This design comes from an exercise in tuning for small area, a short achievable clock period and few clock cycles per item on the open sky130 flow, not from production work.
At most, simulation tests tie the RTL to the original design; equivalence was not proved.
No activity file was given, so power comes from the tool's default toggle rates.

before:
## lpc_decoder
module lpc_decoder(
			input wire ACLK,
			input wire ARESET_N,
			input wire[79:0] TDATA,
			input wire TVALID,
			output wire TREADY,
			input wire EN,
			input wire TUSER,
			input wire TLAST,
			output wire[15:0] OUT_DECODED,
			output wire OUT_VALID,
			input wire OUT_READY,
			output wire OUT_LAST,
			output wire OUT_USER
		);
	integer i, j;
	reg [7:0] rm, cm;
	always @(*) begin
		for (i = 0; i < 8; i = i + 1)
			rm[i] = ^TDATA[8*i +: 8] ^ TDATA[64+i];
		for (j = 0; j < 8; j = j + 1) begin
			cm[j] = TDATA[72+j];
			for (i = 0; i < 8; i = i + 1)
				cm[j] = cm[j] ^ TDATA[8*i+j];
		end
	end
	reg        rdy;        
	reg [3:0]  kh;         
	reg [63:0] r_d;
	reg        r_en, r_user, r_last;
	reg [7:0]  y_rm, y_cm;
	reg [15:0] o_d;
	reg        o_v, o_user, o_last;
	wire acc    = rdy;                         
	wire o_free = ~o_v | OUT_READY;
	wire r_busy = |kh;                         
	wire mv     = r_busy & o_free;             
	wire byp    = acc & o_free;                
	wire r_busy_n = acc | (mv ? |kh[2:0] : r_busy);
	reg [7:0] rh, ch;
	always @(*) begin
		for (i = 0; i < 8; i = i + 1) begin
			rh[i] = y_rm[i] & ~|(y_rm >> (i+1));
			ch[i] = y_cm[i] & ~|(y_cm >> (i+1));
		end
	end
	wire [15:0] beat   = {16{acc}} & TDATA[15:0] | {16{kh[0]}} & r_d[15:0] |
  ...
Size: roughly 390 cells after synthesis, ~110 I/O pins.
export LEC_CHECK = 0
export ABC_CLOCK_PERIOD_IN_PS = 1500
export CAP_MARGIN = 20
export CORE_MARGIN = 2
export CORE_UTILIZATION = 40
export SETUP_SLACK_MARGIN = 3.0
export SLEW_MARGIN = 20
create_clock -name core_clock -period 5.0 [get_ports {ACLK}]
standard.sh (not shown) runs the stock make flow with config.mk's settings and CLKGATE_MAP_FILE= SYNTH_SCRIPT=/design/flow/synth_recipe.tcl, a recipe that flattens the netlist after the stock synthesis.
==> flow/flow/run.sh <==
#!/bin/bash
# The standard layout (the standard.sh: ORFS synthesis to finish) with three
# changes: port buffers are buf_1 cells instead of the delay cells ORFS picks,
# clock tree synthesis adds no dummy loads, and it may use smaller clock buffers.
# Each make run writes its full output to a log file in this folder.
set -euo pipefail
here=$(pwd)
CTS="-sink_clustering_enable -repair_clock_nets -dont_use_dummy_load"
bash standard.sh \
  BUFFER_PORTS_ARGS="-buffer_cell sky130_fd_sc_hd__buf_1" \
  CTS_ARGS="$CTS" \
  finish > "$here/standard_make.log" 2>&1
before has completed all stages; timing, DRC and antenna checks passed.
Modified inputs, after compared to before
- ABC_CLOCK_PERIOD_IN_PS no longer set, was 1500
### Flow results
- Count of flip-flops with a built-in enable after synthesis: after vs before identical
- Comparing before against after, there is no change at all in minimum clock period.
- after -> before: global-route usage delta 0, exact match
- Post-CTS setup buffer count: after vs before identical
- Between before and after, the portion of total power attributed to combinational logic does not differ in any meaningful way.
- Diff after..before | maximum number of pins on one net before global-route repair | negligible
- Number of buffers inserted by port buffering came out exactly the same in after and before.
- before -> after: antenna diode count delta 0, exact match
- Changes observed in after relative to before: amount of wire on met2 after detailed routing stayed essentially flat, via count level.
No run of this note included a check of the RTL's function; only the layout flow was run.

* * *

lpc_decoder, a different RTL version from the one above (not shown whole).
For scale: roughly 420 cells after synthesis, ~110 I/O pins, about 5500 um^2 of cells after synthesis.
==> flow/config.mk <==
export PLATFORM = sky130hd
export DESIGN_NAME = lpc_decoder
export DESIGN_NICKNAME = lpc_decoder
export VERILOG_FILES = /design/flow/design.v
export SDC_FILE = /design/flow/constraint.sdc
export NUM_CORES = 4
export LEC_CHECK = 0
export CAP_MARGIN = 20
export CORE_MARGIN = 2
export CORE_UTILIZATION = 45
export SETUP_SLACK_MARGIN = 3.0
export SLEW_MARGIN = 20
==> flow/constraint.sdc <==
create_clock -name core_clock -period 5.0 [get_ports {ACLK}]
set_input_delay 1.0000 -clock core_clock [delete_from_list [all_inputs] [get_ports {ACLK}]]
set_output_delay 1.0000 -clock core_clock [all_outputs]
set_load 0.01 [all_outputs]
Scripts as last shown in full above: flow/flow/run.sh
The first run produced a clean layout.
Testbench counts at the start, summed over its fixed seeds: cycles 12,816, items 3,200.
Next try:
--- a/flow/config.mk
+++ b/flow/config.mk
@@ -9,3 +9,3 @@
 export CORE_MARGIN = 2
-export CORE_UTILIZATION = 45
+export CORE_UTILIZATION = 55
 export SETUP_SLACK_MARGIN = 3.0
- setup slack degrades by 0.067 ns
- cell count is lower slightly
- final area came out lower slightly
Next try:
--- a/flow/config.mk
+++ b/flow/config.mk
@@ -9,3 +9,4 @@
 export CORE_MARGIN = 2
-export CORE_UTILIZATION = 55
+export CORE_UTILIZATION = 45
+export PLACE_DENSITY = 0.5
 export SETUP_SLACK_MARGIN = 3.0
Power went up by 6.2%.
Die area went up by 21%.
Design area went up by 1.8%.
Utilization went down by 11 points.
Sequential share of layout area went down by 0.88 points.
Synthesized area stays the same.
First-iteration DRC count went up by 8.9%.
Non-clock buffer count went down by 3.
Clock-buffer cell count does not change.
Worst setup slack gets better by 0.021 ns.
Next try:
--- a/flow/flow/run.sh
+++ b/flow/flow/run.sh
@@ -7,3 +7,3 @@
 here=$(pwd)
-CTS="-sink_clustering_enable -repair_clock_nets -dont_use_dummy_load"
+CTS="-sink_clustering_enable -repair_clock_nets -dont_use_dummy_load -buf_list sky130_fd_sc_hd__clkbuf_8 -root_buf sky130_fd_sc_hd__clkbuf_16"
 bash standard.sh \
--- a/flow/config.mk
+++ b/flow/config.mk
@@ -9,4 +9,3 @@
 export CORE_MARGIN = 2
-export CORE_UTILIZATION = 45
-export PLACE_DENSITY = 0.5
+export CORE_UTILIZATION = 40
 export SETUP_SLACK_MARGIN = 3.0
Result:
- register-to-register slack barely changes
- hold slack improves by 0.0099 ns
- wire length is about the same
- via count rose by 1.3%
Next try:
--- a/flow/flow/run.sh
+++ b/flow/flow/run.sh
@@ -7,3 +7,3 @@
 here=$(pwd)
-CTS="-sink_clustering_enable -repair_clock_nets -dont_use_dummy_load -buf_list sky130_fd_sc_hd__clkbuf_8 -root_buf sky130_fd_sc_hd__clkbuf_16"
+CTS="-sink_clustering_enable -repair_clock_nets -dont_use_dummy_load"
 bash standard.sh \
--- a/flow/config.mk
+++ b/flow/config.mk
@@ -10,2 +10,3 @@
 export CORE_UTILIZATION = 40
+export GPL_TIMING_DRIVEN = 0
 export SETUP_SLACK_MARGIN = 3.0
The changed run went through all stages and came out clean.
Utilization rose by 1.7 points.
Final cell count rose by 2.3%.
Count of clock-buffer cells in the layout is unchanged.
Maximum frequency fell by 3.0%.
Final area rose by 3.5%.
Next try:
--- a/flow/config.mk
+++ b/flow/config.mk
@@ -10,4 +10,3 @@
 export CORE_UTILIZATION = 40
-export GPL_TIMING_DRIVEN = 0
-export SETUP_SLACK_MARGIN = 3.0
+export SETUP_SLACK_MARGIN = 3.15
 export SLEW_MARGIN = 20
The changed run ran to the end with no violations.
Fmax came out higher by 3.7%.
Via count came out lower by 2.8%.
Synthesized area does not change.
Clock skew came out higher by 0.0034 ns.
Design area barely changes.
Cell count came out lower by 2.1%.
Utilization stays flat.
Sequential power stays flat.
Combinational power came out lower by about 8%.
Worst setup slack improves by 0.070 ns.
First-iteration DRC count came out higher by 17%.

-- port drivers added, routing unchanged --
How much do the figures lean on ideal ports? The routed layouts below were timed once more, with nothing changed but the port constraints. Step 1 (the two cells are an assumption about what drives the block):
set clk [get_ports {ACLK}]
set_driving_cell -lib_cell sky130_fd_sc_hd__clkbuf_16 $clk
set_driving_cell -lib_cell sky130_fd_sc_hd__buf_2 [delete_from_list [all_inputs] $clk]
Step 2 times the ports against the registers' clock, not the clock port: input delays grow and output delays shrink by t, the midpoint of the rising clock arrivals with the driver on. Three values: ideal, step 1, step 2; two values: the first two.
| run | t (ns) | setup WS [ns] | hold WS [ns] | worst setup path at the end | worst data-port slew with drivers (ns) |
|---|---|---|---|---|---|
| before | 0.370 | 2.974 / 2.974 / 2.724 | 0.516 / 0.500 / 0.534 | input to register | 0.04 |
| after | 0.370 | 2.974 / 2.974 / 2.724 | 0.516 / 0.500 / 0.534 | input to register | 0.04 |
| the first run of note 2 | 0.384 | 3.108 / 3.068 / 2.826 | 0.480 / 0.462 / 0.589 | input to register | 0.03 |
| the second run of note 2 | 0.397 | 3.041 / 3.008 / 2.878 | 0.464 / 0.458 / 0.574 | input to register | 0.04 |
| the third run of note 2 | 0.381 | 3.062 / 3.022 / 2.858 | 0.475 / 0.457 / 0.560 | input to register | 0.03 |
| the fourth run of note 2 | 0.367 | 3.090 / 3.052 / 2.836 | 0.485 / 0.470 / 0.582 | input to register | 0.03 |
| the fifth run of note 2 | 0.374 | 3.031 / 2.994 / 2.804 | 0.483 / 0.470 / 0.574 | input to register | 0.05 |
| the sixth run of note 2 | 0.371 | 3.101 / 3.063 / 2.867 | 0.482 / 0.464 / 0.569 | input to register | 0.03 |
After both steps setup and hold are still met in every run listed. For the first run of note 2, which loses most, drivers alone change the setup slack by -0.040 ns; drivers and shift together by -0.282 ns.
